From an optimization exercise on the open Yosys and OpenROAD flow, aimed at small area and a short achievable clock period; shortcuts taken in it are not production practice. Only simulation tests tie the RTL to the original design; equivalence was not proved.

## flow/design.v (module list and top-level ports; edited modules follow where they fit)
// module buck_cv_pi: 981 lines
// module fa_m: 4 lines
// module ha_m: 4 lines
module buck_cv_pi(clk_sample,rst,Vout_from_buck,Time_on);
  // ...
==> flow/run.sh <==
#!/bin/bash
# synth_recipe.tcl (not shown) runs the flow's synth.tcl, then flattens the netlist and writes it again
# the make line also repeats each setting of config.mk as NAME=value (left out here)
make -C /OpenROAD-flow-scripts/flow DESIGN_CONFIG=/design/flow/config.mk WORK_HOME=/design/flow/orfs CLKGATE_MAP_FILE= SYNTH_SCRIPT=/design/flow/synth_recipe.tcl finish
==> flow/config.mk <==
export PLATFORM = sky130hd
export DESIGN_NAME = buck_cv_pi
export DESIGN_NICKNAME = buck_cv_pi
export VERILOG_FILES = /design/flow/design.v
export SDC_FILE = /design/flow/constraint.sdc
export NUM_CORES = 4
export LEC_CHECK = 0
export ABC_AREA = 1
export CAP_MARGIN = 20
export CORE_MARGIN = 2
export CORE_UTILIZATION = 50
export SLEW_MARGIN = 20
export SYNTH_HIERARCHICAL = 1
==> flow/constraint.sdc <==
create_clock -name core_clock -period 175.0 [get_ports {clk_sample}]
set_input_delay 35.0000 -clock core_clock [delete_from_list [all_inputs] [get_ports {clk_sample}]]
set_output_delay 35.0000 -clock core_clock [all_outputs]
set_load 0.01 [all_outputs]
==> flow_summary.toml, run 1 <==
[synth]
synth_ff_type = "dfxtp_1"
synth_edf_count = 0
synth_area_leader_cell = "fa_1"
synth.ff_latch_count = 56
synth_common_cells = "249 x inv_1, 205 x nand2_1, 173 x nor2_1"
syn_nets = 1580
synthMuxAreaShare_pct = 0

[clock_network]
h-tree-depth = 2
clk_pin_slew_ns = 0.07
cts_resized = 0
cts_setup_buffers = 0

[die]
dieHeight_um = 146
die-width_um = 146

[run_status]
run_status = "finished clean"

[worst_setup_path]
cp-endpoint = "Time_on[9]"
reg2regPathDepth = 52
cp_top_family = "adder cells"
worstSetupStartpointType = "flip-flop"
r2r_setup_slack_ns = 162.04
cp.depth = 41
critPathCaptureType = "output port"
cp.required_ns = 140.00
crit_start = "A[39]"

[detailed_routing]
firstDrtPassIters = 8
dr.max_layer_used = "met4"
wire_per_inst_um = 17.3

[sta]
hold_ws_ns = 0.775
post-route-period-util_pct = 26.1
hold_violations = 0

[placed_design]
dp.cells = 1570

[global_routing]
grt_use_met2_pct = 44.7
gr-usage-met1_pct = 35.9

[min_path]
min_from = "A[35]"
hold_path.class = "flip-flop to flip-flop"

[layout]
fill_cells = 1972
drive_gt1_share_pct = 4.34
==> run 2: changes to the inputs <==
==> flow/flow/run.sh (new file) <==
#!/bin/bash
# Standard layout, except that the port buffers inserted before global
# placement use buf_2 cells instead of the default choice.
set -e
export BUFFER_PORTS_ARGS="-buffer_cell sky130_fd_sc_hd__buf_2"
bash standard.sh > standard.log 2>&1
==> flow/standard.sh (new file) <==
#!/bin/bash
# synth_recipe.tcl (not shown) runs the flow's synth.tcl, then flattens the netlist and writes it again
# the make line also repeats each setting of config.mk as NAME=value (left out here)
make -C /OpenROAD-flow-scripts/flow DESIGN_CONFIG=/design/flow/config.mk WORK_HOME=/design/flow/orfs CLKGATE_MAP_FILE= SYNTH_SCRIPT=/design/flow/synth_recipe.tcl "${@:-finish}"
--- a/flow/config.mk
+++ b/flow/config.mk
@@ -10,4 +10,5 @@
 export CORE_MARGIN = 2
 export CORE_UTILIZATION = 50
+export CTS_BUF_LIST = sky130_fd_sc_hd__clkbuf_8
 export SLEW_MARGIN = 20
 export SYNTH_HIERARCHICAL = 1
removed: flow/run.sh
==> flow_summary.toml, run 2 <==
[layout]
instances_no_fill = 1575
largest_register_ffs = 39
reg_top3 = "A: 39 flops, vp: 16 flops, rf: 1 flops"
fill_cells = 1996
diodes = 0
final_util_pct = 53.4
largest_register = "A"
syn2layout_area_growth_pct = 4.17
mostFrequentLayoutCell = "inv_1"
mostFrequentLayoutCells = "249 x inv_1, 205 x nand2_1, 173 x nor2_1"
fin_nets = 1590
drive_gt1_share_pct = 6.26

[clock_network]
clock_latency_ns = 0.33
tritoncts = "built"
clock_sinks = 56
ctsLongestPathBuffers = 2
cts_resized = 0
cts_setup_buffers = 0
cts-root-buf = "clkbuf_8"
h-tree-depth = 2
cts_hold_buffers = 0
numCtsBuffers = 5
clk_pin_slew_ns = 0.12

[die]
io_pins = 28
die-width_um = 146
row_count = 51
start_util_pct = 51.3
core_mm2 = 0.0197
dieHeight_um = 146
die_area_mm2 = 0.0213

[synth]
syn_area_per_cell_um2 = 7.76
synth.ff_latch_count = 56
async_flop_share_pct = 0
netlist_instances = 1300
synth_top_area_share_pct = 27.8
synth_common_cells = "249 x inv_1, 205 x nand2_1, 173 x nor2_1"
yosysUniqueCellTypes = 58
synth_ff_type = "dfxtp_1"
synth_area_leader_cell = "fa_1"
synth_edf_count = 0
syn_area_mm2 = 0.0101
synth_warnings = 7
yosys-top-cells-area = "fa_1 28%, ha_1 15%, dfxtp_1 11%"
syn_nets = 1580
synth.most_common_cell = "inv_1"
yosysSeqAreaShare_pct = 11.1

[run]
drv_cap = 0

[placed_design]
port_buffers = 27
place.gp.congestion = 0.954
dpl_worst_slack_ns = 130.23
dp.cells = 1568
dp_hpwl_mm = 22.8

[run_status]
run_status = "finished clean"

[global_routing]
grt_pass1_wl_mm = 44.6
grt-busiest-layer = "met2"
antenna_found_initial = 0
gr-usage-met1_pct = 35.3
grt_pass1_vias = 8576
grt_max_degree = 39
grt_overflow = 0
grt_use_met2_pct = 44.1
grt.met3_usage_pct = 3.20
grtUsageTotal_pct = 26.3

[worst_setup_path]
cp.required_ns = 140.00
cpMaxStageDelayCell = "dfxtp_1"
path_class = "flip-flop to output port"
cp_max_fo = 17
critical_path.most_common_cell = "fa_1"
worstSetupStartpointType = "flip-flop"
critPathCaptureType = "output port"
cp.arrival_ns = 10.27
max_stage_delay_ns = 0.90

[sta]
skew_ns = 0.0183
setup_violations = 0
hold_violations = 0
fmax_mhz = 22.1
slew_viol_final = 0
fin_crit_ns = 45.27
relSlewSlack_pct = 26.7
rsz0062_at_grt = "false"
layout_setup_ws_ns = 129.73
setup_tns_ns = 0
post-route-period-util_pct = 25.9
tightest_slew_ns = 1.07

[detailed_routing]
remaining_drc_errors = 0
firstDrtPassIters = 5
via_count = 8635
final_antenna_net_count = 0
wire_per_inst_um = 17.4
finalWirelength_mm = 27.5
viasPerCell = 5.48
drt_iter0_drc = 770

[min_path]
hold_path.class = "flip-flop to flip-flop"
[run 2: layout make-up]
type,instances,area [um^2],share of cell area [%]
multi-input combinational,951,7780,74.1
sequential,56,1120,10.7
inverter,264,1000,9.53
tap,265,332,3.16
timing repair buffer,32,173,1.64
clock buffer,7,96.3,0.917
[run 2: cell families after synthesis]
logic type	Yosys count	share of synthesized area [%]
buffers and inverters	293	11.7
adder cells (fa/ha/maj)	262	42.9
other	1	0.0372
XOR/XNOR	29	2.52
AO/OA/AOI/OAI	174	11.1
flip-flops	56	11.1
AND/OR/NAND/NOR	485	20.6
[run 2: metrics by stage]
step                cell area (um^2)  hold slack (ns)
floorplan                      10100            0.687
global placement               10400            0.745
global route                   10500            0.862
finish                         10500            0.796
CTS                            10500            0.800
detailed placement             10400            0.773
[run 2: worst max-delay path: cells and delay by family, from the launching register on]
kind | cells | cell delay [ns]
DFF | 1 | 0.90
adders and majority gates | 11 | 4.26
AOI/OAI and AO/OA | 9 | 1.53
and+or+nand+nor | 11 | 1.84
buffers and inverters | 7 | 1.36
[run 2: per-module statistics from Yosys (local to each module, per instance)]
module / cell area, um^2 / times used
buck_cv_pi: 6800 / 1
fa_m: 20.0 / 135
ha_m: 12.5 / 46
[run 2: worst paths after layout]
kind / start / to / slack [ns] / cells past startpoint
hold reg to reg: A[35] / A[35] / 0.80 / 4
setup reg to reg: A[37] / A[39] / 161.66 / 52
setup / recovery: A[37] / Time_on[6] / 129.73 / 38
hold / removal: A[35] / A[35] / 0.80 / 4
[run 2: metal layers]
layer  vias to the layer above  share of wire [%]
li1                       4177                  -
met1                      4002                 44
met2                       382                 46
met3                        74                6.7
met4                         0                3.3
met5                         -                  0
==> run 3: changes to the inputs <==
--- a/flow/config.mk
+++ b/flow/config.mk
@@ -10,5 +10,4 @@
 export CORE_MARGIN = 2
 export CORE_UTILIZATION = 50
-export CTS_BUF_LIST = sky130_fd_sc_hd__clkbuf_8
 export SLEW_MARGIN = 20
 export SYNTH_HIERARCHICAL = 1
==> flow_summary.toml, run 3 <==
[run_status]
run_status = "finished clean"

[clock_network]
clock_latency_ns = 0.30
clk_pin_slew_ns = 0.08
ctsLongestPathBuffers = 2
cts_hold_buffers = 0
cts-root-buf = "clkbuf_16"
numCtsBuffers = 5
cts_resized = 0
tritoncts = "built"
clock_sinks = 56
cts_setup_buffers = 0
h-tree-depth = 2

[detailed_routing]
firstDrtPassIters = 8
wire_per_inst_um = 17.4
via_count = 8635
finalWirelength_mm = 27.4
viasPerCell = 5.48
remaining_drc_errors = 0
drt_iter0_drc = 759
final_antenna_net_count = 0

[global_routing]
grt_max_degree = 39
grt_pass1_wl_mm = 44.7
antenna_found_initial = 0
grt_pass1_vias = 8572
grtUsageTotal_pct = 26.3
grt_overflow = 0

[synth]
syn_area_per_cell_um2 = 7.76
synthMuxAreaShare_pct = 0
synthAdderAreaFrac_pct = 42.9
synth.most_common_cell = "inv_1"
synth_ff_type = "dfxtp_1"
syn_area_mm2 = 0.0101
synth_top_family_by_area = "adder cells"
netlist_instances = 1300
synth_common_cells = "249 x inv_1, 205 x nand2_1, 173 x nor2_1"
syn_nets = 1580
yosys.area_share.simple_pct = 20.6
async_flop_share_pct = 0
synth_edf_count = 0
synth_area_leader_cell = "fa_1"
synth_top_area_share_pct = 27.8
synth-compound-area-share_pct = 11.1
yosysSeqAreaShare_pct = 11.1
synth-xor-area-share_pct = 2.52
yosysUniqueCellTypes = 58
synth.ff_latch_count = 56
yosys-top-cells-area = "fa_1 28%, ha_1 15%, dfxtp_1 11%"
synth_warnings = 7

[die]
die_area_mm2 = 0.0213
start_util_pct = 51.3
row_count = 51
io_pins = 28
dieHeight_um = 146
core_mm2 = 0.0197
die-width_um = 146

[sta]
post-route-period-util_pct = 25.8
relSlewSlack_pct = 31.3
fmax_mhz = 22.1
setup_tns_ns = 0
fin_crit_ns = 45.19
setup_violations = 0
tightest_slew_ns = 1.00
hold_violations = 0
rsz0062_at_grt = "false"
slew_viol_final = 0
skew_ns = 0.0118

[worst_setup_path]
path_class = "flip-flop to output port"
cp_top_family = "adder cells"
max_stage_delay_ns = 0.89
reg2regPathDepth = 52
r2r_start = "A[37]"
cp.depth = 38
cp.required_ns = 140.00
r2r_setup_slack_ns = 161.73
critPathCaptureType = "output port"
cp_max_fo = 17
cp-endpoint = "Time_on[6]"
crit_start = "A[37]"
cp.arrival_ns = 10.19
worstSetupStartpointType = "flip-flop"
path_buf_inv = 7
cpMaxStageDelayCell = "dfxtp_1"
r2r-end = "A[39]"
critical_path.most_common_cell = "fa_1"

[layout]
mostFrequentLayoutCell = "inv_1"
largest_register = "A"
syn2layout_area_growth_pct = 4.73
register_area_mm2 = 0.00112
multi_input_area_mm2 = 0.00778
reg_top3 = "A: 39 flops, vp: 16 flops, rf: 1 flops"
fill_cells = 1988
drive_gt1_share_pct = 6.26
mostFrequentLayoutCells = "249 x inv_1, 205 x nand2_1, 173 x nor2_1"
diodes = 0
fin_nets = 1590
largest_register_ffs = 39

[placed_design]
place.gp.congestion = 0.954
port_buffers = 27
dp_hpwl_mm = 22.8

[min_path]
hold_path.class = "flip-flop to flip-flop"

[run]
drv_cap = 0
run 3: cell types whose count changed in the layout (fill, tap and decap cells not counted):
cell	before	now
clkbuf_8	7	2
clkbuf_16	0	5
run 3: final cells by class:
type                    instances  area share [%]
clock buffers                   7            1.45
inverters                     264            9.48
flip-flops and latches         56            10.6
multi-input cells             951            73.7
well taps                     265            3.14
repair buffers                 32            1.64
run 3: Yosys stat by module, one instance, submodules excluded:
| module | cells inside | area, um^2 | copies in the design | flip-flops and latches |
|---|---|---|---|---|
| fa_m | 1 | 20.0 | 135 | 0 |
| buck_cv_pi | 1119 | 6800 | 1 | 56 |
| ha_m | 1 | 12.5 | 46 | 0 |
run 3: metal layers:
layer	vias up	global-route usage, %	wire length (um)
li1	4178	-	-
met1	4020	35.4	12000
met2	372	44.0	12800
met3	65	3.20	1860
met4	0	9.03	803
met5	-	0	0
run 3: cell families (layout without fill, tap and decap cells):
kind of cell	Yosys count	after routing
simple gates	485	485
buf+inv	293	303
fa+ha+maj	262	262
compound gates	174	174
flops	56	56
xor+xnor	29	29
other cells	1	1
run 3: worst reg2reg max path, delay by kind of cell (launching register included):
family                   cells  cell delay (ns)
flip-flops                   1             0.89
XOR/XNOR                     1             0.14
adder cells (fa/ha/maj)     15             5.90
buffers and inverters        9             1.47
AO/OA/AOI/OAI               11             2.60
AND/OR/NAND/NOR             16             2.17
run 3: worst min path at each step:
stage | from | end | slack, ns | depth (start not counted)
2_1_floorplan | A[35] | A[35] | 0.69 | 4
3_5_place_dp | A[35] | A[35] | 0.77 | 4
3_3_place_gp | A[35] | A[35] | 0.74 | 4
6_report | A[35] | A[35] | 0.78 | 4
4_1_cts | A[35] | A[35] | 0.79 | 4
5_1_grt | A[31] | A[31] | 0.85 | 3
run 3: per-stage QoR:
stage                     worst slack, ns  util (%)  instance area, um^2  std cells  hold slack (ns)
after floorplan                    131.81         -                10100       1300            0.687
after global placement             130.34      52.9                10400       1568            0.745
after detailed placement           130.23      52.9                10400       1568            0.773
after CTS                          129.87      53.7                10600       1575            0.791
after global routing               129.26      53.7                10600       1575            0.853
final                              129.81      53.7                10600       1575            0.782

==> what the ideal ports hide <==
Ports are ideal in the flow. The routed layouts listed here were re-timed in OpenROAD. Step 1 sets driving cells, clkbuf_16 on the clock port and buf_2 on the other inputs (assumed; they add their load-dependent delay and slew). Step 2, shift: input delay + t, output delay - t, t = (earliest + latest rising clock arrival at the registers) / 2. This alone moves slack from input paths to output paths. a / b / c = no drivers / after step 1 / after step 2; a / b = the first two.
| run | shift t [ns] | slack for setup (ns) | slew at the worst register clock pin (ns) |
|---|---|---|---|
| run 1 | 0.342 | 129.341 / 129.297 / 129.639 | 0.07 / 0.07 |
| run 2 | 0.363 | 129.730 / 129.689 / 130.052 | 0.12 / 0.12 |
| run 3 | 0.343 | 129.809 / 129.762 / 130.105 | 0.08 / 0.08 |
After both steps setup and hold are still met in every run listed.
